From an optimization exercise on the open Yosys and OpenROAD flow, aimed at a short achievable clock period and few clock cycles; shortcuts taken in it are not production practice. Function was not checked in any run shown here: the RTL went through the layout flow alone. No run shown here takes its clock network from TritonCTS; it comes from the design's own scripts or RTL. The clock input has no modelled driver; a real chip could not lean on it and would need a root buffer or a full tree. Power figures rest on the tool's default switching activity, not on a simulated workload.

<file path="design/flow/standard.sh">
#!/bin/bash
# synth_recipe.tcl (not shown) runs the flow's synth.tcl, then flattens the netlist and writes it again
# the make line also repeats each setting of config.mk as NAME=value (left out here)
make -C /OpenROAD-flow-scripts/flow DESIGN_CONFIG=/design/flow/config.mk WORK_HOME=/design/flow/orfs CLKGATE_MAP_FILE= SYNTH_SCRIPT=/design/flow/synth_recipe.tcl "${@:-finish}"
</file>
<file path="design/flow/flow/pre_cts.tcl">
# PRE_CTS_TCL hook: replace TritonCTS with a two-level balanced clock tree
# (4 root buffers on the clock port, each driving about 6 leaf buffers, each
# leaf buffer driving a cluster of about 21 flip-flops; see mycts.tcl).
source [file join [file dirname [info script]] mycts.tcl]
rename clock_tree_synthesis orig_clock_tree_synthesis
proc clock_tree_synthesis {args} {
  mycts_build 24 4 sky130_fd_sc_hd__clkbuf_16 sky130_fd_sc_hd__clkbuf_16
}
</file>
<file path="design/flow/constraint.sdc">
create_clock -name core_clock -period 4.2 [get_ports {clk}]
set_input_delay 0.8400 -clock core_clock [delete_from_list [all_inputs] [get_ports {clk}]]
set_output_delay 0.8400 -clock core_clock [all_outputs]
set_load 0.01 [all_outputs]
</file>
<file path="design/flow/design.v">
`timescale 1ns / 1ps
module nextpc (
    input logic reset,
    input logic cap,
    input logic [15:0] inst,
    input logic [4:0] pc,
    input logic halted,
    input logic bp_cur,
    input logic d_v,   
    input logic d_br,   
    input logic d_halt,   
    input logic ex_br,   
    input logic ex_halt,   
    output logic pred,
    output logic take,
    output logic [4:0] pc_f,
    output logic halted_d   
);
  logic is_br;
  logic [4:0] tgt, pc_seq;
  assign is_br = (inst[15:13] == 3'b101);
  assign tgt = inst[12:8];
  assign pc_seq = halted ? 5'd0 : pc + 5'd1;
  assign pred = (inst[7:4] == inst[3:0]) || bp_cur;
  assign take = is_br && pred && !halted;
  always_comb
    if (reset) pc_f = cap ? (is_br ? tgt : 5'd1) : 5'd0;
    else if (take) pc_f = tgt;
    else pc_f = pc_seq;
  logic is_halt, halt_now;
  assign is_halt = (inst[15:13] == 3'b111);
  assign halt_now = (is_halt && !(d_v && (d_br || d_halt)) && !ex_br) ||
                    (d_v && d_halt && !ex_br) || ex_halt;
  assign halted_d = reset ? (cap && is_halt) : (halted || halt_now);
endmodule
`timescale 1ns / 1ps
module add8 (
    input  logic [7:0] a,
    input  logic [7:0] b,
    output logic [7:0] s
);
  logic [7:0] g0, p0, g1, p1, g2, p2, g3;
  assign g0 = a & b;
  assign p0 = a ^ b;
  always_comb begin
    g1[0] = g0[0];
    p1[0] = p0[0];
    for (int i = 1; i < 8; i++) begin
      g1[i] = g0[i] | (p0[i] & g0[i-1]);
      p1[i] = p0[i] & p0[i-1];
    end
    for (int i = 0; i < 2; i++) begin
      g2[i] = g1[i];
      p2[i] = p1[i];
    end
    for (int i = 2; i < 8; i++) begin
      g2[i] = g1[i] | (p1[i] & g1[i-2]);
      p2[i] = p1[i] & p1[i-2];
    end
    for (int i = 0; i < 4; i++) g3[i] = g2[i];
    for (int i = 4; i < 8; i++) g3[i] = g2[i] | (p2[i] & g2[i-4]);
  end
  assign s = p0 ^ {g3[6:0], 1'b0};
endmodule
`timescale 1ns / 1ps
module brres (
    input  logic [7:0] a,
    input  logic [7:0] b,
    input  logic br,
    input  logic pred,
    input  logic reset,
    output logic taken,
    output logic mispredict
);
  assign taken = (a == b);
  assign mispredict = !reset && br && (pred ? !taken : taken);
endmodule
`timescale 1ns / 1ps
module mux2 #(
    parameter int WIDTH = 8
) (
    input logic [WIDTH - 1:0] d0,
    input logic [WIDTH - 1:0] d1,
    input logic s,
    output logic [WIDTH - 1:0] y
);
  assign y = s ? d1 : d0;
endmodule
module fwd8 (
    input  logic [7:0] d0,
    input  logic [7:0] d1,
    input  logic s,
    output logic [7:0] y
);
  assign y = d0 | (d1 & {8{s}});
endmodule
module ao21 (
    input  logic a,
    input  logic b,
    input  logic c,
    output logic y
);
  assign y = a | (b & c);
endmodule
`timescale 1ns / 1ps
module bpsel (
    input logic [31:0] bp,
    input logic [4:0] a,
    output logic y
);
  logic [31:0] oh;
  always_comb
    for (int j = 0; j < 32; j++) oh[j] = (a == 5'(j));
  assign y = (oh & bp) != 32'd0;
endmodule
`timescale 1ns / 1ps
module fctl (
    input logic [15:0] inst,
    input logic reset,   
    input logic d_v,
    input logic d_wr,
    input logic d_add,
    input logic d_st,
    input logic [3:0] d_dst,
    input logic [3:0] d_sta,
    input logic ex_wr,
    input logic [3:0] ex_dst,
    output logic is_st,
    output logic is_ld,
    output logic is_add,
    output logic is_br,
    output logic is_halt,
    output logic f_wr,
    output logic [3:0] dst,
    output logic [3:0] sta,
    output logic [15:0] rb_oh,
    output logic [15:0] ra_r,
    output logic [15:0] rb_r,
    output logic [15:0] st_r,
    output logic ra_s,
    output logic ra_l,
    output logic ra_w,
    output logic rb_s,
    output logic rb_l,
    output logic rb_w,
    output logic st_s,
    output logic st_l,
    output logic st_w,
    output logic st_k,
    output logic fwm
);
  logic [2:0] op;
  logic imm;
  logic [3:0] rd, ra, rb;
  assign op = inst[15:13];
  assign imm = inst[12];
  assign rd = inst[11:8];
  assign ra = inst[7:4];
  assign rb = inst[3:0];
  assign is_st = (op == 3'b000);
  assign is_ld = (op == 3'b001);
  assign is_add = (op == 3'b010);
  assign is_br = (op == 3'b101);
  assign is_halt = (op == 3'b111);
  assign f_wr = is_ld || is_add;
  assign dst = (is_ld && !imm) ? ra : rd;
  assign sta = imm ? rd : ra;
  logic [15:0] ra_oh;
  always_comb
    for (int j = 0; j < 16; j++) begin
      ra_oh[j] = (ra == 4'(j));
      rb_oh[j] = (rb == 4'(j));
    end
  logic ea, eb, wa, wb, live;
  assign live = !reset;
  assign ea = live && d_v && d_wr && (d_dst == ra);
  assign eb = live && d_v && d_wr && (d_dst == rb);
  assign wa = live && ex_wr && (ex_dst == ra);
  assign wb = live && ex_wr && (ex_dst == rb);
  assign ra_r = (reset || ea || wa) ? 16'd0 : ra_oh;
  assign rb_r = (reset || eb || wb) ? 16'd0 : rb_oh;
  assign st_r = (reset || imm || eb || wb) ? 16'd0 : rb_oh;
  assign ra_s = ea && d_add;
  assign ra_l = ea && !d_add;
  assign ra_w = !ea && wa;
  assign rb_s = eb && d_add;
  assign rb_l = eb && !d_add;
  assign rb_w = !eb && wb;
  assign st_s = !imm && eb && d_add;
  assign st_l = !imm && eb && !d_add;
  assign st_w = !imm && !eb && wb;
  assign st_k = imm;
  assign fwm = live && d_v && d_st && (d_sta == rb);
endmodule
`timescale 1ns / 1ps
`timescale 1ns / 1ps
`timescale 1ns / 1ps
`timescale 1ns / 1ps
`timescale 1ns / 1ps
module top (
    input logic clk,
    input logic reset,
    output logic [4:0] curr_inst_addr,
    input logic [15:0] curr_inst,
    output logic write_enable_dmem,
    output logic [3:0] write_addr_dmem,
    output logic [7:0] write_data_dmem,
    output logic halted
);
  logic [7:0] rf[16];
  logic [7:0] dm[16];
  logic [4:0] pc;
  logic halted_r;
  logic [31:0] bp_t;
  logic bp_cur;   
  logic d_v, d_st, d_add, d_br, d_halt, d_wr, d_imm, d_pred;
  logic [7:0] d_k8;
  logic [3:0] d_dst, d_sta;
  logic [15:0] d_rb;
  logic d_fwm;
  logic [4:0] d_pc1, d_tgt, d_pc;
  logic [15:0] d_ra_r, d_rb_r, d_st_r;
  logic d_ra_s, d_ra_l, d_ra_w;
  logic d_rb_s, d_rb_l, d_rb_w;
  logic d_st_s, d_st_l, d_st_w, d_st_k;
  logic ex_wr, ex_add, ex_br, ex_halt, ex_pred, ex_bpa;
  logic [3:0] ex_dst;
  logic [15:0] ex_we;   
  logic [7:0] ex_a, ex_b, ex_l;
  logic [4:0] ex_alt;   
  logic [31:0] ex_bpc;   
  logic bu_v, bu_t;
  logic [31:0] bu_a;
  logic w_v;
  logic [15:0] w_we;
  logic [7:0] w_d;
  logic st_v;
  logic [3:0] st_a;
  logic [7:0] st_d;
  logic [15:0] st_we;   
  assign curr_inst_addr = pc;
  assign write_enable_dmem = st_v;
  assign write_addr_dmem = st_a;
  assign write_data_dmem = st_d;
  assign halted = halted_r;
  logic [7:0] sum, res;
  logic taken;
  add8 add (
      .a(ex_a),
      .b(ex_b),
      .s(sum)
  );
  mux2 #(8) res_mux (
      .d0(ex_l),
      .d1(sum),
      .s (ex_add),
      .y (res)
  );
  logic mispredict;
  logic mispredict_c;   
  logic taken_c;
  brres cmp_c (
      .a(ex_a),
      .b(ex_b),
      .br(ex_br),
      .pred(ex_pred),
      .reset(reset),
      .taken(taken_c),
      .mispredict(mispredict_c)
  );
  brres cmp (
      .a(ex_a),
      .b(ex_b),
      .br(ex_br),
      .pred(ex_pred),
      .reset(reset),
      .taken(taken),
      .mispredict(mispredict)
  );
  logic [7:0] a_e, b_e, s_e, a_n, b_n, s_n, dmb;
  always_comb begin
    a_e = (ex_l & {8{d_ra_l}}) | (w_d & {8{d_ra_w}});
    b_e = (ex_l & {8{d_rb_l}}) | (w_d & {8{d_rb_w}});
    s_e = (ex_l & {8{d_st_l}}) | (w_d & {8{d_st_w}}) | (d_k8 & {8{d_st_k}});
    dmb = 8'd0;
    for (int j = 0; j < 16; j++) begin
      a_e = a_e | (rf[j] & {8{d_ra_r[j]}});
      b_e = b_e | (rf[j] & {8{d_rb_r[j]}});
      s_e = s_e | (rf[j] & {8{d_st_r[j]}});
      dmb = dmb | (dm[j] & {8{d_rb[j]}});
    end
  end
  fwd8 a_mux (
      .d0(a_e),
      .d1(sum),
      .s (d_ra_s),
      .y (a_n)
  );
  fwd8 b_mux (
      .d0(b_e),
      .d1(sum),
      .s (d_rb_s),
      .y (b_n)
  );
  fwd8 s_mux (
      .d0(s_e),
      .d1(sum),
      .s (d_st_s),
      .y (s_n)
  );
  logic [7:0] m_n;
  assign m_n = d_fwm ? st_d : dmb;
  logic is_st, is_ld, is_add, is_br, is_halt, f_wr;
  logic [3:0] dst, sta;
  logic [15:0] rb_oh, ra_r, rb_r, st_r;
  logic ra_s, ra_l, ra_w, rb_s, rb_l, rb_w, st_s, st_l, st_w, st_k, fwm;
  fctl fc (
      .inst(curr_inst),
      .reset(reset),
      .d_v(d_v),
      .d_wr(d_wr),
      .d_add(d_add),
      .d_st(d_st),
      .d_dst(d_dst),
      .d_sta(d_sta),
      .ex_wr(ex_wr),
      .ex_dst(ex_dst),
      .is_st(is_st),
      .is_ld(is_ld),
      .is_add(is_add),
      .is_br(is_br),
      .is_halt(is_halt),
      .f_wr(f_wr),
      .dst(dst),
      .sta(sta),
      .rb_oh(rb_oh),
      .ra_r(ra_r),
      .rb_r(rb_r),
      .st_r(st_r),
      .ra_s(ra_s),
      .ra_l(ra_l),
      .ra_w(ra_w),
      .rb_s(rb_s),
      .rb_l(rb_l),
      .rb_w(rb_w),
      .st_s(st_s),
      .st_l(st_l),
      .st_w(st_w),
      .st_k(st_k),
      .fwm(fwm)
  );
  logic r0cap;
  logic cap;
  assign cap = !r0cap && (pc == 5'd0);
  logic bp_seq;
  bpsel bps (
      .bp({bp_t[0], bp_t[31:1]}),
      .a (pc),
      .y (bp_seq)
  );
  logic pred, take, bp_d, halted_d;
  logic [4:0] pc_f, pc_d;
  nextpc npc (
      .reset(reset),
      .cap(cap),
      .inst(curr_inst),
      .pc(pc),
      .halted(halted_r),
      .bp_cur(bp_cur),
      .d_v(d_v),
      .d_br(d_br),
      .d_halt(d_halt),
      .ex_br(ex_br),
      .ex_halt(ex_halt),
      .pred(pred),
      .take(take),
      .pc_f(pc_f),
      .halted_d(halted_d)
  );
  mux2 #(5) pc_mux (
      .d0(pc_f),
      .d1(ex_alt),
      .s (mispredict),
      .y (pc_d)
  );
  logic seq_ok;
  assign seq_ok = !mispredict && !take && !reset;
  ao21 bp_ao (
      .a(mispredict && ex_bpa),
      .b(seq_ok),
      .c(bp_seq),
      .y(bp_d)
  );
  logic f_ok, d_ok;
  assign f_ok = !halted_r && !(d_v && d_halt) && !ex_halt && !mispredict_c;
  assign d_ok = d_v && !mispredict_c;
  logic [4:0] pc1;
  assign pc1 = pc + 5'd1;
  always_ff @(posedge clk) begin
    pc <= pc_d;
    bp_cur <= bp_d;
    halted_r <= halted_d;
    if (reset) begin
      r0cap <= cap;
      d_v <= cap;
      ex_wr <= 1'b0;
      ex_br <= 1'b0;
      ex_halt <= 1'b0;
      bu_v <= 1'b0;
      w_v <= 1'b0;
      st_v <= 1'b0;
      bp_t <= 32'd0;
    end else begin
      r0cap <= 1'b0;
      d_v <= f_ok;
      ex_wr <= d_ok && d_wr;
      ex_br <= d_ok && d_br;
      ex_halt <= d_ok && d_halt;
      w_v <= ex_wr;
      st_v <= d_ok && d_st;
      bu_v <= ex_br;
      if (bu_v) bp_t <= bu_t ? (bp_t | bu_a) : (bp_t & ~bu_a);
    end
  end
  always_ff @(posedge clk) begin
    d_st <= is_st;
    d_add <= is_add;
    d_br <= is_br;
    d_halt <= is_halt;
    d_wr <= f_wr;
    d_imm <= curr_inst[12];
    d_k8 <= curr_inst[7:0];
    d_dst <= dst;
    d_sta <= sta;
    d_rb <= rb_oh;
    d_pred <= pred || reset;
    d_pc1 <= pc1;
    d_tgt <= curr_inst[12:8];
    d_pc <= pc;
    d_ra_r <= ra_r;
    d_rb_r <= rb_r;
    d_st_r <= st_r;
    {d_ra_s, d_ra_l, d_ra_w} <= {ra_s, ra_l, ra_w};
    {d_rb_s, d_rb_l, d_rb_w} <= {rb_s, rb_l, rb_w};
    {d_st_s, d_st_l, d_st_w, d_st_k} <= {st_s, st_l, st_w, st_k};
    d_fwm <= fwm;
  end
  always_ff @(posedge clk) begin
    ex_add <= d_add;
    ex_dst <= d_dst;
    ex_we <= 16'd1 << d_dst;
    ex_a <= a_n;
    ex_b <= b_n;
    ex_l <= d_imm ? d_k8 : m_n;
    ex_pred <= d_pred;
    ex_alt <= d_pred ? d_pc1 : d_tgt;
    ex_bpa <= d_pred ? bp_t[d_pc1] : bp_t[d_tgt];
    ex_bpc <= 32'd1 << d_pc;
    st_a <= d_sta;
    st_we <= 16'd1 << d_sta;
    st_d <= s_n;
  end
  always_ff @(posedge clk) begin
    bu_t <= taken_c;
    bu_a <= ex_bpc;
    w_we <= ex_we;
    w_d <= res;
  end
  always_ff @(posedge clk)
    for (int i = 0; i < 16; i++)
      if (reset) rf[i] <= 8'd0;
      else if (w_v && w_we[i]) rf[i] <= w_d;
  always_ff @(posedge clk)
    for (int i = 0; i < 16; i++)
      if (reset) dm[i] <= 8'd0;
      else if (st_v && st_we[i]) dm[i] <= st_d;
endmodule
</file>
<file path="design/flow/config.mk">
export PLATFORM = sky130hd
export DESIGN_NAME = top
export DESIGN_NICKNAME = top
export VERILOG_FILES = /design/flow/design.v
export SDC_FILE = /design/flow/constraint.sdc
export NUM_CORES = 8
export LEC_CHECK = 0
export CAP_MARGIN = 20
export CORE_MARGIN = 2
export CORE_UTILIZATION = 40
export SETUP_SLACK_MARGIN = 3.0
export SLEW_MARGIN = 20
export SYNTH_HIERARCHICAL = 1
export SYNTH_MINIMUM_KEEP_SIZE = 0
</file>
<file path="design/flow/flow/run.sh">
#!/bin/bash
# Own flow: the standard layout (standard.sh) with two changes:
#  - the clock tree is built by flow/pre_cts.tcl (a two-level balanced tree)
#    instead of TritonCTS;
#  - full- and half-adder cells are added to DONT_USE_CELLS (flow/dont_use.txt
#    is the platform's list plus those), so abc maps adders as plain gates.
# Every tool's output goes to the ORFS logs under orfs/logs and to standard.log.
set -euo pipefail
export PRE_CTS_TCL="$PWD/flow/pre_cts.tcl"
du="$(tr '\n' ' ' < flow/dont_use.txt)"
sed "s|\"\${@:-finish}\"|DONT_USE_CELLS=\"$du\" \"\${@:-finish}\"|" standard.sh > standard_nofa.sh
bash standard_nofa.sh ${FLOW_STANDARD_TARGETS:-} > standard.log 2>&1
</file>
<file path="design/flow/flow/mycts.tcl">
# Manual two-level clock tree: R root buffers driven by the clock port, each driving
# some of K leaf buffers; each leaf buffer drives a cluster of flip-flops (capacitated k-means).
proc mycts_kmeans {xs ys K cap} {
  set n [llength $xs]
  set cx {}; set cy {}
  set idx [lsort -real -indices $xs]
  for {set k 0} {$k < $K} {incr k} {
    set i [lindex $idx [expr {int(($k + 0.5) * $n / $K)}]]
    lappend cx [lindex $xs $i]; lappend cy [lindex $ys $i]
  }
  for {set iter 0} {$iter < 40} {incr iter} {
    set cnt [lrepeat $K 0]
    set asg [lrepeat $n -1]
    set pairs {}
    for {set i 0} {$i < $n} {incr i} {
      set x [lindex $xs $i]; set y [lindex $ys $i]
      for {set k 0} {$k < $K} {incr k} {
        set dx [expr {$x-[lindex $cx $k]}]; set dy [expr {$y-[lindex $cy $k]}]
        lappend pairs [list [expr {$dx*$dx+$dy*$dy}] $i $k]
      }
    }
    set pairs [lsort -real -index 0 $pairs]
    set left $n
    foreach p $pairs {
      lassign $p d i k
      if {[lindex $asg $i] >= 0} continue
      if {[lindex $cnt $k] >= $cap} continue
      lset asg $i $k
      lset cnt $k [expr {[lindex $cnt $k]+1}]
      incr left -1
      if {$left == 0} break
    }
    set sx [lrepeat $K 0.0]; set sy [lrepeat $K 0.0]
    for {set i 0} {$i < $n} {incr i} {
      set k [lindex $asg $i]
      lset sx $k [expr {[lindex $sx $k] + [lindex $xs $i]}]
      lset sy $k [expr {[lindex $sy $k] + [lindex $ys $i]}]
    }
    for {set k 0} {$k < $K} {incr k} {
      set c [lindex $cnt $k]
      if {$c > 0} {
        lset cx $k [expr {[lindex $sx $k] / $c}]
        lset cy $k [expr {[lindex $sy $k] / $c}]
      }
    }
  }
  return [list $asg $cx $cy $cnt]
}

proc mycts_build {K R leafm rootm} {
  set db [ord::get_db]
  set block [ord::get_db_block]
  set clknet [$block findNet clk]
  set sinks [$clknet getITerms]
  set n [llength $sinks]
  set xs {}; set ys {}
  foreach it $sinks {
    set bb [[$it getInst] getBBox]
    lappend xs [expr {([$bb xMin]+[$bb xMax])/2.0}]
    lappend ys [expr {([$bb yMin]+[$bb yMax])/2.0}]
  }
  lassign [mycts_kmeans $xs $ys $K [expr {int(ceil(1.1 * $n / $K))}]] asg cx cy cnt
  lassign [mycts_kmeans $cx $cy $R [expr {int(ceil(1.0 * $K / $R))}]] rasg rx ry rcnt
  puts "MYCTS sinks $n leaves $K roots $R leafcounts $cnt rootcounts $rcnt"
  set lm [$db findMaster $leafm]
  set rm [$db findMaster $rootm]
  set rnets {}
  for {set r 0} {$r < $R} {incr r} {
    set b [odb::dbInst_create $block $rm "clkroot_$r"]
    $b setLocation [expr {int([lindex $rx $r])}] [expr {int([lindex $ry $r])}]
    $b setPlacementStatus PLACED
    [$b findITerm A] connect $clknet
    set rn [odb::dbNet_create $block "clkroot_net_$r"]
    $rn setSigType CLOCK
    [$b findITerm X] connect $rn
    lappend rnets $rn
  }
  set lnets {}
  for {set k 0} {$k < $K} {incr k} {
    set b [odb::dbInst_create $block $lm "clkleaf_$k"]
    $b setLocation [expr {int([lindex $cx $k])}] [expr {int([lindex $cy $k])}]
    $b setPlacementStatus PLACED
    [$b findITerm A] connect [lindex $rnets [lindex $rasg $k]]
    set ln [odb::dbNet_create $block "clkleaf_net_$k"]
    $ln setSigType CLOCK
    [$b findITerm X] connect $ln
    lappend lnets $ln
  }
  for {set i 0} {$i < $n} {incr i} {
    set it [lindex $sinks $i]
    $it disconnect
    $it connect [lindex $lnets [lindex $asg $i]]
  }
  $clknet setSigType CLOCK
}
</file>
<file path="design/flow/flow/dont_use.txt">
sky130_fd_sc_hd__probe_p_8
sky130_fd_sc_hd__probec_p_8
sky130_fd_sc_hd__lpflow_bleeder_1
sky130_fd_sc_hd__lpflow_clkbufkapwr_1
sky130_fd_sc_hd__lpflow_clkbufkapwr_16
sky130_fd_sc_hd__lpflow_clkbufkapwr_2
sky130_fd_sc_hd__lpflow_clkbufkapwr_4
sky130_fd_sc_hd__lpflow_clkbufkapwr_8
sky130_fd_sc_hd__lpflow_clkinvkapwr_1
sky130_fd_sc_hd__lpflow_clkinvkapwr_16
sky130_fd_sc_hd__lpflow_clkinvkapwr_2
sky130_fd_sc_hd__lpflow_clkinvkapwr_4
sky130_fd_sc_hd__lpflow_clkinvkapwr_8
sky130_fd_sc_hd__lpflow_decapkapwr_12
sky130_fd_sc_hd__lpflow_decapkapwr_3
sky130_fd_sc_hd__lpflow_decapkapwr_4
sky130_fd_sc_hd__lpflow_decapkapwr_6
sky130_fd_sc_hd__lpflow_decapkapwr_8
sky130_fd_sc_hd__lpflow_inputiso0n_1
sky130_fd_sc_hd__lpflow_inputiso0p_1
sky130_fd_sc_hd__lpflow_inputiso1n_1
sky130_fd_sc_hd__lpflow_inputiso1p_1
sky130_fd_sc_hd__lpflow_inputisolatch_1
sky130_fd_sc_hd__lpflow_isobufsrc_1
sky130_fd_sc_hd__lpflow_isobufsrc_16
sky130_fd_sc_hd__lpflow_isobufsrc_2
sky130_fd_sc_hd__lpflow_isobufsrc_4
sky130_fd_sc_hd__lpflow_isobufsrc_8
sky130_fd_sc_hd__lpflow_isobufsrckapwr_16
sky130_fd_sc_hd__lpflow_lsbuf_lh_hl_isowell_tap_1
sky130_fd_sc_hd__lpflow_lsbuf_lh_hl_isowell_tap_2
sky130_fd_sc_hd__lpflow_lsbuf_lh_hl_isowell_tap_4
sky130_fd_sc_hd__lpflow_lsbuf_lh_isowell_4
sky130_fd_sc_hd__lpflow_lsbuf_lh_isowell_tap_1
sky130_fd_sc_hd__lpflow_lsbuf_lh_isowell_tap_2
sky130_fd_sc_hd__lpflow_lsbuf_lh_isowell_tap_4
sky130_fd_sc_hd__fill_1
sky130_fd_sc_hd__fill_2
sky130_fd_sc_hd__fill_4
sky130_fd_sc_hd__fill_8
sky130_fd_sc_hd__fa_1
sky130_fd_sc_hd__fa_2
sky130_fd_sc_hd__fa_4
sky130_fd_sc_hd__ha_1
sky130_fd_sc_hd__ha_2
sky130_fd_sc_hd__ha_4
sky130_fd_sc_hd__a2111o_1
sky130_fd_sc_hd__a2111o_2
sky130_fd_sc_hd__a2111o_4
sky130_fd_sc_hd__a2111oi_0
sky130_fd_sc_hd__a2111oi_1
sky130_fd_sc_hd__a2111oi_2
sky130_fd_sc_hd__a2111oi_4
sky130_fd_sc_hd__a311o_1
sky130_fd_sc_hd__a311o_2
sky130_fd_sc_hd__a311o_4
sky130_fd_sc_hd__a311oi_1
sky130_fd_sc_hd__a311oi_2
sky130_fd_sc_hd__a311oi_4
sky130_fd_sc_hd__clkdlybuf4s15_1
sky130_fd_sc_hd__clkdlybuf4s15_2
sky130_fd_sc_hd__clkdlybuf4s18_1
sky130_fd_sc_hd__clkdlybuf4s18_2
sky130_fd_sc_hd__clkdlybuf4s25_1
sky130_fd_sc_hd__clkdlybuf4s25_2
sky130_fd_sc_hd__clkdlybuf4s50_1
sky130_fd_sc_hd__clkdlybuf4s50_2
sky130_fd_sc_hd__dlygate4sd1_1
sky130_fd_sc_hd__dlygate4sd2_1
sky130_fd_sc_hd__dlygate4sd3_1
sky130_fd_sc_hd__dlymetal6s2s_1
sky130_fd_sc_hd__dlymetal6s4s_1
sky130_fd_sc_hd__dlymetal6s6s_1
sky130_fd_sc_hd__nor3_1
sky130_fd_sc_hd__nor3_2
sky130_fd_sc_hd__nor3_4
sky130_fd_sc_hd__nor3b_1
sky130_fd_sc_hd__nor3b_2
sky130_fd_sc_hd__nor3b_4
sky130_fd_sc_hd__nor4_1
sky130_fd_sc_hd__nor4_2
sky130_fd_sc_hd__nor4_4
sky130_fd_sc_hd__nor4b_1
sky130_fd_sc_hd__nor4b_2
sky130_fd_sc_hd__nor4b_4
sky130_fd_sc_hd__nor4bb_1
sky130_fd_sc_hd__nor4bb_2
sky130_fd_sc_hd__nor4bb_4
sky130_fd_sc_hd__o2111a_1
sky130_fd_sc_hd__o2111a_2
sky130_fd_sc_hd__o2111a_4
sky130_fd_sc_hd__o2111ai_1
sky130_fd_sc_hd__o2111ai_2
sky130_fd_sc_hd__o2111ai_4
sky130_fd_sc_hd__o311a_1
sky130_fd_sc_hd__o311a_2
sky130_fd_sc_hd__o311a_4
sky130_fd_sc_hd__o311ai_0
sky130_fd_sc_hd__o311ai_1
sky130_fd_sc_hd__o311ai_2
sky130_fd_sc_hd__o311ai_4
sky130_fd_sc_hd__or3_1
sky130_fd_sc_hd__or3_2
sky130_fd_sc_hd__or3_4
sky130_fd_sc_hd__or3b_1
sky130_fd_sc_hd__or3b_2
sky130_fd_sc_hd__or3b_4
sky130_fd_sc_hd__or4_1
sky130_fd_sc_hd__or4_2
sky130_fd_sc_hd__or4_4
sky130_fd_sc_hd__or4b_1
sky130_fd_sc_hd__or4b_2
sky130_fd_sc_hd__or4b_4
sky130_fd_sc_hd__or4bb_1
sky130_fd_sc_hd__or4bb_2
sky130_fd_sc_hd__or4bb_4
sky130_fd_sc_hd__mux4_1
sky130_fd_sc_hd__mux4_2
sky130_fd_sc_hd__mux4_4
</file>
==> notes.md, run 1 <==
status=finished clean; Initial Utilization=40.7%; Leakage Power=0.0112 uW; CP bufs+invs=2; Worst Skew=44.3 ps; post-placement cell count=3266; Crit Path Category=register to register; Max stage delay on crit path=400 ps; top cell family by delay on the critical path=flip-flops; Sw Share=26.9%; Crit. path cell count=6; Worst R2R Path Depth=6; post-placement cell area=25500 um2; CP endpoint=pc[3]$_DFF_P_; CP Capture Type=register; RR Endpoint=pc[3]$_DFF_P_; fmax=531 MHz; diode count=0; Cell Area, Synth=23600 um2; type of the worst min-delay path=register to register; Pwr per Cell Area=321 nW/um2; CP Launch Point=ex_b[3]$_DFF_P_; # Max-Cap Violations=0; via count=23300; Syn Nets=2710; nets=2886; Final ANT Viol Nets=0; Design Area, Final=32100 um2; Die Y=247 um; vias in the first global route=22200; total grt overflow=0; Rel. slew slack=55.6%; Final Max Slew Viols=0; initial antenna violation count=2; Avg Cell Area, Syn=8.75 um2; Comb power frac=14.2%; Finished Core Util=55.5%; I/O Pins=37; chip width=247 um; Startpoint Class=register; Clock Power Share=28.5%; Routed wire per std cell=30.7 um; vias per cell=6.42; Internal=7560 uW; RSZ-0062 raised after global routing=true; Synthesis Warnings=13; first-pass GRT wire length=157000 um; count of final setup violators=0; Post-route DRC=0; gr usage total=35.2%; Starting DRT DRC Count=2861; slowest CP cell=dfxtp_4; CTS Hold Bufs=0; Crit Path Max Fanout=7; Tmin final=1880 ps; flop2flop setup slack=2320 ps; PnR Total Power=10300 uW; drt first pass iters=6; DP HPWL=67100 um; Gate Count Post-Synth=2692; maximum VDD drop=0.313 mV; Routed WL=112000 um; CP cell instances=xnor2_2, nand4_1, buf_1, o31ai_4, buf_2, mux2_4; Hold Path Cell Cnt=0; area growth from synthesis to layout=36.4%; routability congestion estimate=1.03; standard-cell rows=88; Core Area=57900 um2; critical path arrival=2130 ps; die area=60900 um2; Setup TNS=0 ps; IO buf count=36; Critical Path RT=4440 ps; RR Startpoint=ex_b[3]$_DFF_P_; Flop pwr share=57.3%; share of layout cells above drive strength 1=37.2%; final hold violation count=0; Worst-path clk slew=110 ps; Final Non-Filler Cells=3631; Clock Latency Late Sink=390 ps; switching component of the power=2780 uW; Final period util=44.8%; pin count of the biggest net entering global routing=65; Slew @ Worst Pin=666 ps
-- worst min-delay path by stage --
stage / from / endpoint
after floorplan: ex_bpc[0]$_SDFF_PP0_ / bu_a[0]$_DFF_P_
after global placement: ex_bpc[20]$_SDFF_PN0_ / bu_a[20]$_DFF_P_
after detailed placement: ex_bpc[3]$_SDFF_PP0_ / bu_a[3]$_DFF_P_
after CTS: ex_bpc[3]$_SDFF_PP0_ / bu_a[3]$_DFF_P_
after global routing: ex_bpc[26]$_SDFF_PN0_ / bu_a[26]$_DFF_P_
final: ex_bpc[14]$_SDFF_PP0_ / bu_a[14]$_DFF_P_
-- per-layer routing --
metal  share of wire [%]  global-route usage (%)
met2                  42                    52.1
met4                 4.2                    11.5
met1                  42                    49.8
met5               0.012                       0
met3                  11                    8.87
-- metrics by stage --
stage | hold WS, ps | worst slack, ps
2_1_floorplan | 310 | 2170
3_3_place_gp | 310 | 1310
3_5_place_dp | 312 | 1230
4_1_cts | 312 | 2150
5_1_grt | 330 | 2230
6_report | 317 | 2320
-- final cells by class --
type / count / area, um2
fillers: 4970 / 25800
multi-input cells: 1856 / 13800
flip-flops and latches: 584 / 12100
repair buffers: 384 / 4480
well taps: 765 / 957
plain buffers: 28 / 701
inverters: 13 / 55.1
repair inverters: 1 / 5.00
-- placed cells by master (no fill, tap or decap), types with 18 or more instances in the layout --
cell / n
and3_1: 36
dfxtp_1: 433
a221oi_1: 26
xnor2_1: 19
dfxtp_2: 59
mux2_4: 20
nand3_1: 298
nand4_1: 54
nand2_1: 390
buf_12: 23
buf_8: 24
buf_6: 111
nor2_4: 26
nand2b_1: 18
a22oi_1: 77
buf_1: 89
a22o_1: 79
clkbuf_16: 34
nor2_1: 97
a221oi_2: 62
nor2_2: 18
buf_16: 54
dfxtp_4: 92
a21o_1: 27
a22oi_2: 23
buf_2: 47
a21oi_2: 275
mux2i_1: 23
-- timing repair --
item | in CTS | in global routing
endpoints found under the setup margin | 463 | 459
resized for setup | 676 | 278
setup buffers | 207 | 68
hold endpoints to repair | 0 | 0
pin swaps | 105 | 54
cloned | 59 | 3
-- registers in the layout (all words and copies together), names as in the netlist, 16 cells and up, named ones only --
signal  cells
bu_a       32
d_ra_r     16
d_rb       16
d_rb_r     16
d_st_r     16
dm        128
ex_bpc     32
ex_we      16
rf        128
st_we      16
w_we       16
-- power by group through the flow --
stage	combinational [uW]	clock [uW]	sequential, uW
2_1_floorplan	700	0	5910
3_3_place_gp	604	0	6160
3_5_place_dp	615	0	6170
4_1_cts	1300	2190	6050
5_1_grt	1520	3170	5930
6_report	1460	2950	5920
==> inputs of run 2 (changes only) <==
--- a/design/flow/design.v
+++ b/design/flow/design.v
@@ -39,28 +39,7 @@
     input  logic [7:0] b,
     output logic [7:0] s
 );
-  logic [7:0] g0, p0, g1, p1, g2, p2, g3;
-  assign g0 = a & b;
-  assign p0 = a ^ b;
-  always_comb begin
-    g1[0] = g0[0];
-    p1[0] = p0[0];
-    for (int i = 1; i < 8; i++) begin
-      g1[i] = g0[i] | (p0[i] & g0[i-1]);
-      p1[i] = p0[i] & p0[i-1];
-    end
-    for (int i = 0; i < 2; i++) begin
-      g2[i] = g1[i];
-      p2[i] = p1[i];
-    end
-    for (int i = 2; i < 8; i++) begin
-      g2[i] = g1[i] | (p1[i] & g1[i-2]);
-      p2[i] = p1[i] & p1[i-2];
-    end
-    for (int i = 0; i < 4; i++) g3[i] = g2[i];
-    for (int i = 4; i < 8; i++) g3[i] = g2[i] | (p2[i] & g2[i-4]);
-  end
-  assign s = p0 ^ {g3[6:0], 1'b0};
+  assign s = a + b;
 endmodule
 `timescale 1ns / 1ps
 module brres (
@@ -233,7 +212,8 @@
   logic [31:0] bu_a;
   logic w_v;
   logic [15:0] w_we;
-  logic [7:0] w_d;
+  logic [7:0] w_s, w_l, w_d;   
+  logic w_add;
   logic st_v;
   logic [3:0] st_a;
   logic [7:0] st_d;
@@ -243,19 +223,13 @@
   assign write_addr_dmem = st_a;
   assign write_data_dmem = st_d;
   assign halted = halted_r;
-  logic [7:0] sum, res;
+  logic [7:0] sum;
   logic taken;
   add8 add (
       .a(ex_a),
       .b(ex_b),
       .s(sum)
   );
-  mux2 #(8) res_mux (
-      .d0(ex_l),
-      .d1(sum),
-      .s (ex_add),
-      .y (res)
-  );
   logic mispredict;
   logic mispredict_c;   
   logic taken_c;
@@ -277,6 +251,7 @@
       .taken(taken),
       .mispredict(mispredict)
   );
+  assign w_d = w_add ? w_s : w_l;
   logic [7:0] a_e, b_e, s_e, a_n, b_n, s_n, dmb;
   always_comb begin
     a_e = (ex_l & {8{d_ra_l}}) | (w_d & {8{d_ra_w}});
@@ -464,7 +439,9 @@
     bu_t <= taken_c;
     bu_a <= ex_bpc;
     w_we <= ex_we;
-    w_d <= res;
+    w_s <= sum;
+    w_l <= ex_l;
+    w_add <= ex_add;
   end
   always_ff @(posedge clk)
     for (int i = 0; i < 16; i++)
==> run 2 against run 1 <==
Compared with the run above:
- critical path type unchanged
- global-route usage shrank 2.1 points
- critical path depth grew 1
- power grew 0.59%
- combinational power is essentially flat
- largest power group unchanged
- largest cell class unchanged
- die area shrank 0.83%
- highest routed layer is now met4
- still clean on timing, DRC and antenna
- design area shrank 2.0%
==> notes.md, run 2 <==
Synthesis Warnings=12 (-1); post-placement cell area=25500 um2 (about the same); nets=2780 (-3.7%); pin count of the biggest net entering global routing=65 (unchanged); Clock Latency Late Sink=400 ps (about the same); count of final setup violators=0 (unchanged); Crit Path Category=register to register; Pwr per Cell Area=330 nW/um2 (+2.6%); CTS Hold Bufs=0 (unchanged); Design Area, Final=31500 um2 (-2.0%); Setup TNS=0 ps (unchanged); DP HPWL=60300 um (-10%); Routed wire per std cell=29.6 um (-3.7%); initial antenna violation count=3 (+1); Avg Cell Area, Syn=9.02 um2 (+3.1%); Core Area=57700 um2 (-0.38%); Worst-path clk slew=120 ps (about the same); biggest regs=dm (128), rf (128); Worst Skew=50.9 ps (+6.58 ps); first-pass GRT wire length=148000 um (-5.5%); critical path arrival=2210 ps (+80 ps); Cell Area, Synth=23400 um2 (-0.84%); total grt overflow=0 (unchanged); maximum VDD drop=0.261 mV (-17%); slowest CP cell=dfxtp_4; routability congestion estimate=0.961 (-6.2%); Startpoint Class=register; Critical Path RT=4460 ps (+20 ps); Gate Count Post-Synth=2589 (-3.8%); Routed WL=104000 um (-6.4%); commonest non-fill, non-tap cell in the layout=dfxtp_1; Final period util=46.3% (+1.4 points); via count=22500 (-3.3%); vias per cell=6.38 (-0.52%); CP Capture Type=register; Rel. slew slack=40.1% (-15 points); Die Y=246 um (-0.41%); PnR Total Power=10400 uW (+0.59%); # fillers=4967 (-0.060%); Initial Utilization=40.5% (-0.19 points); top cell family by delay on the critical path=compound AO/OA/AOI/OAI gates; final hold violation count=0 (unchanged); Tmin final=1940 ps (+59.7 ps); Final ANT Viol Nets=0 (unchanged); fmax=515 MHz (-3.1%); RSZ-0062 raised after global routing=true; CP cell instances=buf_6, o31ai_4, nand2_2, and3_4, o211ai_1, o221ai_4, a21o_1; type of the worst min-delay path=register to register; vias in the first global route=21300 (-3.9%); Slew @ Worst Pin=897 ps (+231 ps); status=finished clean; IO buf count=36 (unchanged); chip width=246 um (-0.41%); I/O Pins=37 (unchanged); standard-cell rows=88 (unchanged); share of layout cells above drive strength 1=34.5% (-2.7 points); Syn Nets=2607 (-3.8%); # Max-Cap Violations=0 (unchanged); gr usage total=33.1% (-2.1 points); Starting DRT DRC Count=3292 (+15%); Final Max Slew Viols=0 (unchanged); die area=60400 um2 (-0.83%); Leakage Power=0.0107 uW (-4.1%); CP bufs+invs=1 (-1); Max stage delay on crit path=390 ps (about the same); area growth from synthesis to layout=34.9%; Post-route DRC=0 (unchanged); drt first pass iters=12 (+6); most frequent cells in the layout=dfxtp_1 (490), nor2_1 (249), nand2_1 (244), a22oi_1 (184), nand3_1 (179); Crit Path Max Fanout=5 (-2)
## run 2: cell type report
class                   instances  area (um2)  area share [%]
multi-input cells            1755       13400            42.6
flip-flops and latches        593       12100            38.5
repair buffers                368        4200            13.3
well taps                     765         957            3.04
plain buffers                  28         701            2.22
inverters                      15        66.3           0.210
repair inverters                1        7.51          0.0238
diodes                          3        7.51          0.0238
## run 2: what timing repair did
action,CTS,global route
gates resized for setup,584,257
buffers inserted,168,98
pin swaps,99,82
endpoints found under the setup margin,463,455
gates cloned,51,3
## run 2: worst paths after layout
| path | startpoint | endpoint | slack [ps] | cells after the start |
|---|---|---|---|---|
| setup / recovery | ex_a[2]$_DFF_P_ | st_d[7]$_DFF_P_ | 2260 | 7 |
| hold reg to reg | ex_we[9]$_SDFF_PN0_ | w_we[9]$_DFF_P_ | 330 | 0 |
| setup reg to reg | ex_a[2]$_DFF_P_ | st_d[7]$_DFF_P_ | 2260 | 7 |
| hold / removal | ex_we[9]$_SDFF_PN0_ | w_we[9]$_DFF_P_ | 330 | 0 |
## run 2: worst reg2reg max path, stage by stage, from the launching register on
cell,delay [ps]
dfxtp_4,390
buf_6,130
o31ai_4,210
nand2_2,120
and3_4,170
o211ai_1,280
o221ai_4,260
a21o_1,260
## run 2: routing by layer
metal / vias to the layer above / share of wire [%] / track usage [%]
met4: 0 / 6.8 / 16.1
met5: - / 0 / 0.245
met2: 1406 / 43 / 50.8
li1: 9682 / - / -
met1: 11000 / 39 / 43.4
met3: 425 / 11 / 8.25
## run 2: report_power, final
part	switching [uW]	total [uW]	internal, uW
clock network	1730	2930	1210
registers	247	6000	5760
logic	766	1460	689
total	2740	10400	7650
## run 2: per-stage QoR
step           hold slack, ps  cells  utilization, %  setup slack, ps
2_1_floorplan             310   2589               -             2170
3_3_place_gp              312   3177            44.1             1250
3_5_place_dp              312   3177            44.1             1220
4_1_cts                   312   3424            52.3             2100
5_1_grt                   333   3528            54.6             2200
6_report                  327   3528            54.6             2260
==> inputs of run 3 (changes only) <==
--- a/design/flow/design.v
+++ b/design/flow/design.v
@@ -39,7 +39,28 @@
     input  logic [7:0] b,
     output logic [7:0] s
 );
-  assign s = a + b;
+  logic [7:0] g0, p0, g1, p1, g2, p2, g3;
+  assign g0 = a & b;
+  assign p0 = a ^ b;
+  always_comb begin
+    g1[0] = g0[0];
+    p1[0] = p0[0];
+    for (int i = 1; i < 8; i++) begin
+      g1[i] = g0[i] | (p0[i] & g0[i-1]);
+      p1[i] = p0[i] & p0[i-1];
+    end
+    for (int i = 0; i < 2; i++) begin
+      g2[i] = g1[i];
+      p2[i] = p1[i];
+    end
+    for (int i = 2; i < 8; i++) begin
+      g2[i] = g1[i] | (p1[i] & g1[i-2]);
+      p2[i] = p1[i] & p1[i-2];
+    end
+    for (int i = 0; i < 4; i++) g3[i] = g2[i];
+    for (int i = 4; i < 8; i++) g3[i] = g2[i] | (p2[i] & g2[i-4]);
+  end
+  assign s = p0 ^ {g3[6:0], 1'b0};
 endmodule
 `timescale 1ns / 1ps
 module brres (
@@ -81,6 +102,15 @@
 );
   assign y = a | (b & c);
 endmodule
+module andn #(
+    parameter int WIDTH = 5
+) (
+    input  logic [WIDTH - 1:0] a,
+    input  logic b,
+    output logic [WIDTH - 1:0] y
+);
+  assign y = a & ~{WIDTH{b}};
+endmodule
 `timescale 1ns / 1ps
 module bpsel (
     input logic [31:0] bp,
@@ -212,8 +242,7 @@
   logic [31:0] bu_a;
   logic w_v;
   logic [15:0] w_we;
-  logic [7:0] w_s, w_l, w_d;   
-  logic w_add;
+  logic [7:0] w_d;
   logic st_v;
   logic [3:0] st_a;
   logic [7:0] st_d;
@@ -223,25 +252,20 @@
   assign write_addr_dmem = st_a;
   assign write_data_dmem = st_d;
   assign halted = halted_r;
-  logic [7:0] sum;
+  logic [7:0] sum, res;
   logic taken;
   add8 add (
       .a(ex_a),
       .b(ex_b),
       .s(sum)
   );
-  logic mispredict;
-  logic mispredict_c;   
-  logic taken_c;
-  brres cmp_c (
-      .a(ex_a),
-      .b(ex_b),
-      .br(ex_br),
-      .pred(ex_pred),
-      .reset(reset),
-      .taken(taken_c),
-      .mispredict(mispredict_c)
+  mux2 #(8) res_mux (
+      .d0(ex_l),
+      .d1(sum),
+      .s (ex_add),
+      .y (res)
   );
+  logic mispredict;
   brres cmp (
       .a(ex_a),
       .b(ex_b),
@@ -251,7 +275,6 @@
       .taken(taken),
       .mispredict(mispredict)
   );
-  assign w_d = w_add ? w_s : w_l;
   logic [7:0] a_e, b_e, s_e, a_n, b_n, s_n, dmb;
   always_comb begin
     a_e = (ex_l & {8{d_ra_l}}) | (w_d & {8{d_ra_w}});
@@ -366,33 +389,30 @@
       .c(bp_seq),
       .y(bp_d)
   );
-  logic f_ok, d_ok;
-  assign f_ok = !halted_r && !(d_v && d_halt) && !ex_halt && !mispredict_c;
-  assign d_ok = d_v && !mispredict_c;
+  logic [4:0] ctl_pre, ctl_n;
+  assign ctl_pre = reset ? {cap, 4'b0000} :
+                   {!halted_r && !(d_v && d_halt) && !ex_halt,
+                    d_v && d_wr, d_v && d_br, d_v && d_halt, d_v && d_st};
+  andn #(5) ctl_gate (
+      .a(ctl_pre),
+      .b(mispredict),
+      .y(ctl_n)
+  );
   logic [4:0] pc1;
   assign pc1 = pc + 5'd1;
   always_ff @(posedge clk) begin
     pc <= pc_d;
     bp_cur <= bp_d;
     halted_r <= halted_d;
+    {d_v, ex_wr, ex_br, ex_halt, st_v} <= ctl_n;
     if (reset) begin
       r0cap <= cap;
-      d_v <= cap;
-      ex_wr <= 1'b0;
-      ex_br <= 1'b0;
-      ex_halt <= 1'b0;
       bu_v <= 1'b0;
       w_v <= 1'b0;
-      st_v <= 1'b0;
       bp_t <= 32'd0;
     end else begin
       r0cap <= 1'b0;
-      d_v <= f_ok;
-      ex_wr <= d_ok && d_wr;
-      ex_br <= d_ok && d_br;
-      ex_halt <= d_ok && d_halt;
       w_v <= ex_wr;
-      st_v <= d_ok && d_st;
       bu_v <= ex_br;
       if (bu_v) bp_t <= bu_t ? (bp_t | bu_a) : (bp_t & ~bu_a);
     end
@@ -436,12 +456,10 @@
     st_d <= s_n;
   end
   always_ff @(posedge clk) begin
-    bu_t <= taken_c;
+    bu_t <= taken;
     bu_a <= ex_bpc;
     w_we <= ex_we;
-    w_s <= sum;
-    w_l <= ex_l;
-    w_add <= ex_add;
+    w_d <= res;
   end
   always_ff @(posedge clk)
     for (int i = 0; i < 16; i++)
==> run 3 against run 2 <==
Compared with the run above:
- still clean
- die area increased by 0.50%
- power decreased by 1.5%
- core utilization increased by 0.86 points
- clock power about the same
- hold slack improved by 1.1 ps
- sequential share of layout area decreased by 0.89 points
- first-iteration DRC count decreased by 12%
- area after synthesis increased by 0.51%
- worst setup slack got worse by 12 ps
- register-to-register slack about the same
- global-route usage increased by 0.79 points
- synthesized cell count increased by 3.6%
==> notes.md, run 3 <==
status=finished clean; Final period util=46.6% (+0.29 points); Place WS=1280 ps (+59.2 ps); share of layout cells above drive strength 1=37.9% (+3.4 points); Synth top cells by count=dfxtp_1 (584), nand2_1 (418), a21oi_1 (300), nand3_1 (300), clkbuf_1 (184); IO buf count=36 (unchanged); Starting DRT DRC Count=2908 (-12%); Async SR Flop Fraction=0%; Simple-Gate Fraction of Synth Area=20.5%; CP bufs+invs=2 (+1); initial antenna violation count=1 (-2); biggest regs=dm (128), rf (128); Post-Synth XOR/XNOR Area=2.24%; Core Area=57900 um2 (+0.38%); critical path arrival=2280 ps (+70 ps); Worst R2R Path Depth=9 (+2); worst hold path endpoint=bu_a[23]$_DFF_P_; # Max-Cap Violations=0 (unchanged); dominant synthesized flop cell=dfxtp_1; Final Max Slew Viols=0 (unchanged); Crit. path cell count=9 (+2); drt first pass iters=8 (-4); maximum VDD drop=0.296 mV (+13%); first-pass GRT wire length=153000 um (+3.0%); Final ANT Viol Nets=0 (unchanged); Setup TNS=0 ps (unchanged); commonest non-fill, non-tap cell in the layout=dfxtp_1; Pwr per Cell Area=319 nW/um2 (-3.4%); vias in the first global route=21700 (+1.9%); Die Y=246 um (+0.25%); Syn Nets=2700 (+3.6%); post-synthesis sequential area ratio=49.8%; DP HPWL=66300 um (+9.9%); Yosys top cell area share=49.8%; pin count of the biggest net entering global routing=65 (unchanged); Post-route DRC=0 (unchanged); nets=2900 (+4.3%); count of final setup violators=0 (unchanged); chip width=246 um (+0.25%); I/O Pins=37 (unchanged); flop2flop setup slack=2240 ps (about the same); Clock Latency Late Sink=390 ps (about the same); final hold violation count=0 (unchanged); Gate Count Post-Synth=2682 (+3.6%); routability congestion estimate=1.02 (+6.2%); top-count cell post-synth=dfxtp_1; Max stage delay on crit path=430 ps (+40 ps); largest cells by area after synthesis=dfxtp_1 (50%), nand2_1 (6.7%), a21oi_1 (6.4%); Critical Path RT=4520 ps (+60 ps); gr usage total=33.9% (+0.79 points); most frequent cells in the layout=dfxtp_1 (432), nand2_1 (391), nand3_1 (297), a21oi_2 (275), buf_6 (114); Finished Core Util=55.5% (+0.86 points); combinational family with the most area after synthesis=simple AND/OR/NAND/NOR gates; Synth Area in Compound Gates=19.9%; Worst Skew=44.9 ps (-5.98 ps); Adder-Cell Fraction of Synth Area=0%; area leader, netlist=dfxtp_1; slowest CP cell=dfxtp_2; fmax=511 MHz (-0.62%); CP Capture Type=register; die area=60700 um2 (+0.50%); Slew @ Worst Pin=633 ps (-264 ps); #FFs+latches synth=584; via count=23100 (+2.8%); RR Endpoint=bp_cur$_DFF_P_; top cell family by delay on the critical path=compound AO/OA/AOI/OAI gates; Routed wire per std cell=29.7 um (+0.36%); Routed WL=108000 um (+3.7%); # fillers=4923 (-0.89%); vias per cell=6.35 (-0.52%); Avg Cell Area, Syn=8.76 um2 (-3.0%); Cell Area, Synth=23500 um2 (+0.51%); synth unique cells=69; Initial Utilization=40.5% (+0.051 points); Post-synth EDFFs=0; Worst-path clk slew=110 ps (about the same); Final Worst Setup Slack=2240 ps (-12.2 ps); Startpoint Class=register; total grt overflow=0 (unchanged); Crit Path Category=register to register; PnR Total Power=10200 uW (-1.5%); post-synthesis mux area share=2.63%; Leakage Power=0.0111 uW (+3.5%); Rel. slew slack=57.8% (+18 points); min-delay src=ex_bpc[23]$_SDFF_PN0_; Hold Path Cell Cnt=0 (unchanged); RSZ-0062 raised after global routing=true; Synthesis Warnings=13 (+1); standard-cell rows=88 (unchanged); Crit Path Max Fanout=7 (+2); Tmin final=1960 ps (+12.2 ps); area growth from synthesis to layout=36.8%; CP cell instances=xnor2_1, nand4_1, buf_6, o211ai_1, o31ai_4, buf_2, or2_4, nor2_2, a21o_1; RR Startpoint=ex_a[5]$_DFF_P_; type of the worst min-delay path=register to register
[run 3: logic make-up (layout without fill, tap and decap cells)]
group | Yosys count | count (layout)
DFF | 584 | 584
buffers and inverters | 263 | 458
AOI/OAI and AO/OA | 692 | 694
and+or+nand+nor | 1034 | 1035
other | 0 | 1
xor gates and xnor gates | 55 | 55
muxes | 54 | 54
[run 3: final cells by class]
type	count	area (um2)	share of cell area (%)
flip-flops and latches	584	12100	37.6
diodes	1	2.50	0.00779
repair inverters	1	7.51	0.0234
multi-input cells	1838	13700	42.7
plain buffers	28	701	2.18
inverters	13	57.6	0.179
repair buffers	416	4590	14.3
well taps	765	957	2.98
[run 3: worst max path at each step]
stage / to / slack (ps) / from
5_1_grt: bp_cur$_DFF_P_ / 2160 / ex_a[1]$_DFF_P_
3_3_place_gp: d_rb_r[4]$_DFF_P_ / 1340 / curr_inst[3]
3_5_place_dp: d_st_r[11]$_DFF_P_ / 1280 / curr_inst[3]
4_1_cts: pc[3]$_DFF_P_ / 2080 / curr_inst[5]
6_report: bp_cur$_DFF_P_ / 2240 / ex_a[5]$_DFF_P_
2_1_floorplan: d_st_r[10]$_DFF_P_ / 2170 / curr_inst[2]
[run 3: metal layers]
layer	routed length, um	global-route usage, %	vias up
li1	-	-	10000
met1	45500	48.2	11500
met2	47400	52.0	1411
met3	11100	6.06	270
met4	4350	10.3	0
met5	0	0	-
[run 3: what timing repair did]
action / 4_1_cts / 5_1_grt
pin swaps: 114 / 80
resized for setup: 630 / 309
cloned: 53 / 4
hold buffers: 0 / 0
setup buffers: 185 / 119
setup endpoints to repair: 463 / 460
hold endpoints to repair: 0 / 0
[run 3: metrics by stage]
step	area [um2]	cells	hold slack [ps]
after floorplan	26200	2682	310
after global placement	25400	3256	311
after detailed placement	25400	3256	312
after CTS	30500	3522	312
after global routing	32100	3645	333
final	32100	3646	328
[run 3: per-module statistics from Yosys (local to each module, per instance), excerpt]
module | cells inside | cell area, um2
top | 2271 | 20500
fctl | 200 | 1280
bpsel | 59 | 430
add8 | 50 | 364
nextpc | 40 | 300
brres | 15 | 114
fwd8 | 9 | 71.3
ao21 | 1 | 7.51
[run 3: power breakdown]
group	total (uW)	leakage, uW	switching [uW]	internal [uW]
Clock	2910	0.000345	1700	1210
Sequential	5920	0.00483	268	5650
Combinational	1400	0.00591	730	674
Total	10200	0.0111	2700	7530
==> inputs of run 4 (changes only) <==
--- a/design/flow/design.v
+++ b/design/flow/design.v
@@ -102,15 +102,6 @@
 );
   assign y = a | (b & c);
 endmodule
-module andn #(
-    parameter int WIDTH = 5
-) (
-    input  logic [WIDTH - 1:0] a,
-    input  logic b,
-    output logic [WIDTH - 1:0] y
-);
-  assign y = a & ~{WIDTH{b}};
-endmodule
 `timescale 1ns / 1ps
 module bpsel (
     input logic [31:0] bp,
@@ -389,32 +380,35 @@
       .c(bp_seq),
       .y(bp_d)
   );
-  logic [4:0] ctl_pre, ctl_n;
-  assign ctl_pre = reset ? {cap, 4'b0000} :
-                   {!halted_r && !(d_v && d_halt) && !ex_halt,
-                    d_v && d_wr, d_v && d_br, d_v && d_halt, d_v && d_st};
-  andn #(5) ctl_gate (
-      .a(ctl_pre),
-      .b(mispredict),
-      .y(ctl_n)
-  );
+  logic f_ok, d_ok;
+  assign f_ok = !halted_r && !(d_v && d_halt) && !ex_halt && !mispredict;
+  assign d_ok = d_v && !mispredict;
   logic [4:0] pc1;
   assign pc1 = pc + 5'd1;
   always_ff @(posedge clk) begin
     pc <= pc_d;
     bp_cur <= bp_d;
     halted_r <= halted_d;
-    {d_v, ex_wr, ex_br, ex_halt, st_v} <= ctl_n;
     if (reset) begin
       r0cap <= cap;
+      d_v <= cap;
+      ex_wr <= 1'b0;
+      ex_br <= 1'b0;
+      ex_halt <= 1'b0;
       bu_v <= 1'b0;
       w_v <= 1'b0;
+      st_v <= 1'b0;
       bp_t <= 32'd0;
     end else begin
       r0cap <= 1'b0;
+      d_v <= f_ok;
+      ex_wr <= d_ok && d_wr;
+      ex_br <= d_ok && d_br;
+      ex_halt <= d_ok && d_halt;
       w_v <= ex_wr;
+      st_v <= d_ok && d_st;
       bu_v <= ex_br;
-      if (bu_v) bp_t <= bu_t ? (bp_t | bu_a) : (bp_t & ~bu_a);
+      for (int j = 0; j < 32; j++) if (bu_v && bu_a[j]) bp_t[j] <= bu_t;
     end
   end
   always_ff @(posedge clk) begin
==> design/flow/flow/run.sh (replaced) <==
#!/bin/bash
# Own flow: the standard layout (standard.sh) with two changes:
#  - the clock tree is built by flow/pre_cts.tcl (a two-level balanced tree,
#    see flow/mycts.tcl) instead of TritonCTS;
#  - the cells in flow/dont_use.txt are kept out of synthesis and timing
#    repair: the platform's own DONT_USE_CELLS list, plus full and half adders,
#    slow 3- and 4-input OR/NOR and AOI/OAI cells, 4-input muxes and delay
#    cells, so that abc and the resizer build the logic from faster cells.
# Every tool's output goes to the ORFS logs under orfs/logs and to standard.log.
set -euo pipefail
export PRE_CTS_TCL="$PWD/flow/pre_cts.tcl"
du="$(tr '\n' ' ' < flow/dont_use.txt)"
sed "s|\"\${@:-finish}\"|DONT_USE_CELLS=\"$du\" \"\${@:-finish}\"|" standard.sh > standard_du.sh
bash standard_du.sh ${FLOW_STANDARD_TARGETS:-} > standard.log 2>&1
==> run 4 against run 3 <==
Compared with the run above:
- still clean on timing, DRC and antenna
- synthesized cell count fell by 0.11%
- design area down 1.2%
- area after synthesis fell by 0.19%
- via count fell by 1.8%
- global-route usage fell by 0.53 points
- clock power about the same
- first-iteration DRC count is 2.0% lower
- register-to-register slack better by 20 ps
- critical endpoint is now pc[3]$_DFF_P_
==> notes.md, run 4 <==
top-count cell post-synth=dfxtp_1; Starting DRT DRC Count=2850 (-2.0%); DP HPWL=66100 um (-0.34%); IO buf count=36 (unchanged); Async SR Flop Fraction=0% (unchanged); Startpoint Class=register; Routed WL=106000 um (-2.3%); Final Max Slew Viols=0 (unchanged); Cell Area, Synth=23400 um2 (-0.19%); Setup TNS=0 ps (unchanged); Rel. slew slack=52.2% (-5.6 points); register area=12100 um2 (+0.10%); dominant synthesized flop cell=dfxtp_1; Synthesis Warnings=13 (unchanged); gr usage total=33.4% (-0.53 points); maximum VDD drop=0.302 mV (+2.1%); RSZ-0062 raised after global routing=true; post-placement cell area=25300 um2 (about the same); count of final setup violators=0 (unchanged); Final period util=46.1% (-0.46 points); die area=60500 um2 (-0.19%); slowest CP cell=dfxtp_2; Core Area=57800 um2 (-0.19%); total grt overflow=0 (unchanged); standard-cell rows=88 (unchanged); # fillers=4997 (+1.5%); Clock Latency Late Sink=390 ps (about the same); drt first pass iters=8 (unchanged); Min Hold Slack=321 ps (-7.15 ps); Final ANT Viol Nets=0 (unchanged); PnR Total Power=10100 uW (-1.1%); routability congestion estimate=0.978 (-4.2%); area growth from synthesis to layout=35.4%; Final Worst Setup Slack=2260 ps (+19.3 ps); Gate Count Post-Synth=2679 (-0.11%); Routed wire per std cell=29.3 um (-1.2%); most frequent cells in the layout=dfxtp_1 (432), nand2_1 (393), nand3_1 (298), a21oi_2 (275), nor2_1 (112); Place WS=1270 ps (-14.8 ps); CP Capture Type=register; CP cell instances=xnor2_1, nand4_1, buf_6, buf_2, o31ai_4, buf_6, buf_6, mux2_4; most used cell, CP=buf_6; vias per cell=6.30 (-0.70%); Post-synth EDFFs=0 (unchanged); Yosys top cell area share=49.9% (+0.096 points); Die Y=246 um (about the same); pin count of the biggest net entering global routing=65 (unchanged); Crit Path Max Fanout=5 (-2); Slew @ Worst Pin=715 ps (+82.4 ps); share of layout cells above drive strength 1=37.3% (-0.61 points); Max stage delay on crit path=370 ps (-60 ps); area leader, netlist=dfxtp_1; multi-input logic area=13700 um2 (-0.36%); via count=22700 (-1.8%); diode count=0 (-1); Worst Skew=41.5 ps (-3.46 ps); Tmin final=1940 ps (-19.3 ps); Critical Path RT=4460 ps (-60 ps); Syn Nets=2697 (-0.11%); Design Area, Final=31700 um2 (-1.2%); biggest regs=dm (128), rf (128); fmax=516 MHz (+1.0%); critical path arrival=2200 ps (-80 ps); largest cells by area after synthesis=dfxtp_1 (50%), nand2_1 (6.7%), a21oi_1 (6.4%); status=finished clean; Initial Utilization=40.5% (about the same); commonest non-fill, non-tap cell in the layout=dfxtp_1; Worst-path clk slew=100 ps (about the same); Crit Path Category=register to register; final hold violation count=0 (unchanged); vias in the first global route=21300 (-2.0%); synth unique cells=69 (unchanged); post-synthesis sequential area ratio=49.9% (+0.096 points); type of the worst min-delay path=register to register; chip width=246 um (about the same); Pwr per Cell Area=319 nW/um2 (about the same); Post-route DRC=0 (unchanged); nets=2861 (-1.3%); first-pass GRT wire length=150000 um (-1.8%); Leakage Power=0.0110 uW (-0.44%); Avg Cell Area, Syn=8.75 um2 (about the same); #FFs+latches synth=584 (unchanged); # Max-Cap Violations=0 (unchanged); Synth top cells by count=dfxtp_1 (584), nand2_1 (421), a21oi_1 (300), nand3_1 (299), clkbuf_1 (189); I/O Pins=37 (unchanged); initial antenna violation count=0 (-1)
## run 4: cell count changes after synthesis, moves of 3 or more
cell,before,now
buf_1,32,29
nor2b_1,18,14
clkbuf_1,184,189
and2_1,9,5
and3_1,36,40
nand4_1,52,55
nand2_1,418,421
## run 4: metal layers
| layer | vias to the layer above | global-route usage (%) | part of all wire (%) |
|---|---|---|---|
| met4 | 0 | 9.54 | 3.8 |
| li1 | 9927 | - | - |
| met1 | 11300 | 45.9 | 42 |
| met2 | 1266 | 52.8 | 45 |
| met3 | 267 | 6.55 | 9.5 |
| met5 | - | 0.408 | 0 |
## run 4: report_power, final
part           switching, uW  internal (uW)  leakage [uW]
logic                    689            609       0.00586
registers                262           5650       0.00483
clock network           1700           1210      0.000345
## run 4: final timing paths
kind	startpoint	to	slack, ps	cells after the start
max	ex_b[5]$_DFF_P_	pc[3]$_DFF_P_	2260	8
min reg2reg	ex_we[4]$_SDFF_PP0_	w_we[4]$_DFF_P_	320	0
max reg2reg	ex_b[5]$_DFF_P_	pc[3]$_DFF_P_	2260	8
min	ex_we[4]$_SDFF_PP0_	w_we[4]$_DFF_P_	320	0
## run 4: stage by stage
step / utilization, % / cells
6_report: 54.9 / 3606
5_1_grt: 54.9 / 3606
4_1_cts: 52.3 / 3509
3_5_place_dp: 43.9 / 3250
3_3_place_gp: 43.9 / 3250
2_1_floorplan: - / 2679
## run 4: area by class of cell
cell class,instances,area share (%)
tap,765,3.02
multi-input combinational,1838,43.1
buffer,28,2.21
timing repair buffer,376,13.4
inverter,14,0.185
timing repair inverter,1,0.0158
sequential,584,38.1
## run 4: worst max-delay path, delay by kind of cell (launching register included)
| kind | cells | cell delay [ps] |
|---|---|---|
| flip-flops | 1 | 370 |
| AND/OR/NAND/NOR | 1 | 120 |
| XOR/XNOR | 1 | 190 |
| buffers and inverters | 4 | 610 |
| AO/OA/AOI/OAI | 1 | 250 |
| multiplexers | 1 | 280 |
## run 4: cells by family (layout without fill, tap and decap cells)
kind of cell | after synthesis | in the layout | synth area share, %
muxes | 54 | 54 | 2.63
xor gates and xnor gates | 55 | 55 | 2.25
DFF | 584 | 584 | 49.9
AOI/OAI and AO/OA | 688 | 691 | 19.8
and+or+nand+nor | 1034 | 1038 | 20.5
buffers and inverters | 264 | 419 | 4.92
## run 4: timing repair
item                       4_1_cts  5_1_grt
gates resized for setup        624      319
pin swaps                      107       77
hold buffers                     0        0
gates cloned                    51        4
buffers inserted               180       93
setup endpoints to repair      473      451
## run 4: per-module statistics from Yosys (local to each module, per instance), excerpt
module  cell area (um2)  flops+latches  cells inside
fwd8               71.3              0             9
brres               114              0            15
ao21               7.51              0             1
add8                364              0            50
fctl               1280              0           200
bpsel               430              0            59
==> inputs of run 5 (changes only) <==
--- a/design/flow/config.mk
+++ b/design/flow/config.mk
@@ -8,7 +8,7 @@
 export CAP_MARGIN = 20
 export CORE_MARGIN = 2
 export CORE_UTILIZATION = 40
-export SETUP_SLACK_MARGIN = 3.0
+export SETUP_SLACK_MARGIN = 2.7
 export SLEW_MARGIN = 20
 export SYNTH_HIERARCHICAL = 1
 export SYNTH_MINIMUM_KEEP_SIZE = 0
==> run 5 against run 4 <==
Compared with the run above:
- critical endpoint is now ex_halt$_SDFF_PP0_
- via count grew 1.5%
- first-iteration DRC count grew 16%
- hold slack gained 12 ps
- sequential share of layout area grew 1.7 points
- clock power is essentially flat
==> notes.md, run 5 <==
drt first pass iters=9 (+1); Pwr per Cell Area=336 nW/um2 (+5.3%); DP HPWL=64000 um (-3.1%); Crit Path Category=register to register; Crit Path Max Fanout=6 (+1); most used cell, CP=buf_6; slowest CP cell=dfxtp_4; Post-route DRC=0 (unchanged); Leakage Power=0.0105 uW (-4.8%); vias in the first global route=21400 (+0.58%); Design Area, Final=30200 um2 (-5.0%); flop2flop setup slack=2300 ps (+40 ps); critical path arrival=2210 ps (about the same); maximum VDD drop=0.282 mV (-6.7%); RR Startpoint=ex_b[1]$_DFF_P_; Core Area=57800 um2 (unchanged); top-count cell post-synth=dfxtp_1; fmax=528 MHz (+2.2%); min-delay src=ex_we[12]$_SDFF_PN0_; Hold Path Cell Cnt=0 (unchanged); first-pass GRT wire length=150000 um (about the same); chip width=246 um (unchanged); RR Endpoint=ex_halt$_SDFF_PP0_; Yosys top cell area share=49.9% (unchanged); Die Y=246 um (unchanged); worst hold path endpoint=w_we[12]$_DFF_P_; total grt overflow=0 (unchanged); Routed WL=107000 um (+1.2%); nets=2826 (-1.2%); largest cells by area after synthesis=dfxtp_1 (50%), nand2_1 (6.7%), a21oi_1 (6.4%); post-placement cell area=23700 um2 (-6.4%); via count=23100 (+1.5%); Worst Skew=57.1 ps (+15.6 ps); Max stage delay on crit path=370 ps (about the same); CP Capture Type=register; standard-cell rows=88 (unchanged); Gate Count Post-Synth=2679 (unchanged); Synth top cells by count=dfxtp_1 (584), nand2_1 (421), a21oi_1 (300), nand3_1 (299), clkbuf_1 (189); Routed wire per std cell=30.0 um (+2.2%); status=finished clean; final hold violation count=0 (unchanged); CP bufs+invs=3 (-1); Sw Share=26.6% (+0.39 points); vias per cell=6.46 (+2.5%); I/O Pins=37 (unchanged); Avg Cell Area, Syn=8.75 um2 (unchanged); Final period util=45.1% (-0.97 points); Async SR Flop Fraction=0% (unchanged); top cell family by delay on the critical path=compound AO/OA/AOI/OAI gates
## run 5: cell counts after synthesis
No cell type changed its count.
## run 5: cell families after synthesis
logic type | synth area share [%]
AOI/OAI and AO/OA | 19.8
xor gates and xnor gates | 2.25
buffers and inverters | 4.92
DFF | 49.9
muxes | 2.63
and+or+nand+nor | 20.5
## run 5: worst register-to-register path, cell delays in order, from the launching register on
cell,delay (ps)
dfxtp_4,370
xnor2_2,170
nand4_1,120
buf_6,160
o211ai_1,310
o31ai_4,150
buf_6,140
nor2_4,160
buf_1,120
and3_1,140
## run 5: how the worst max path moves through the flow
stage / end / depth (start not counted) / slack (ps)
final: ex_halt$_SDFF_PP0_ / 9 / 2300
after global routing: ex_halt$_SDFF_PP0_ / 9 / 2210
after CTS: pc[1]$_DFF_P_ / 6 / 2130
after detailed placement: d_rb_r[8]$_DFF_P_ / 6 / 1340
after global placement: d_rb_r[5]$_DFF_P_ / 6 / 1400
after floorplan: d_st_r[10]$_DFF_P_ / 7 / 2170
## run 5: what timing repair did
action | 4_1_cts | 5_1_grt
gates resized for setup | 686 | 304
endpoints found under the setup margin | 453 | 276
pin swaps | 114 | 52
cloned | 44 | 6
setup buffers | 167 | 77
## run 5: area by class of cell
type / instances / area, um2 / area share (%)
multi-input combinational: 1840 / 12900 / 42.6
sequential: 584 / 12000 / 39.8
timing repair buffer: 339 / 3590 / 11.9
tap: 765 / 957 / 3.17
buffer: 28 / 701 / 2.32
inverter: 14 / 56.3 / 0.187
timing repair inverter: 1 / 5.00 / 0.0166
antenna: 1 / 2.50 / 0.00829
## run 5: Yosys stat by module, one instance, submodules excluded, excerpt
module  times used  area [um2]
brres            1         114
ao21             1        7.51
add8             1         364
top              1       20500
fctl             1        1280
fwd8             3        71.3
nextpc           1         300
bpsel            1         430
## run 5: power by group through the flow
stage	registers, uW	clock network [uW]	logic [uW]
after floorplan	5900	0	586
after global placement	6140	0	577
final	5930	2940	1250
after global routing	5950	3130	1300
after CTS	6080	2190	1060
after detailed placement	6140	0	584
## run 5: through the flow
step | setup WS [ps] | power (uW) | utilization [%] | hold WS, ps
after floorplan | 2170 | 6490 | - | 310
after detailed placement | 1340 | 6730 | 41.0 | 312
after global routing | 2210 | 10400 | 52.2 | 339
after global placement | 1400 | 6710 | 41.0 | 310
final | 2300 | 10100 | 52.2 | 333
after CTS | 2130 | 9330 | 49.9 | 312
## run 5: per-layer routing
metal	track usage [%]	routed length (um)
met1	47.1	44000
met2	49.4	45500
met3	9.66	13000
met4	11.5	4670
met5	0	0

Check on run 5: ideal ports give 2.305 ns setup slack; a clkbuf_16 on the clock port and buf_2 on the inputs give 2.262 ns; moving port delays by the midpoint clock arrival (0.494 ns) as well gives 1.894 ns.
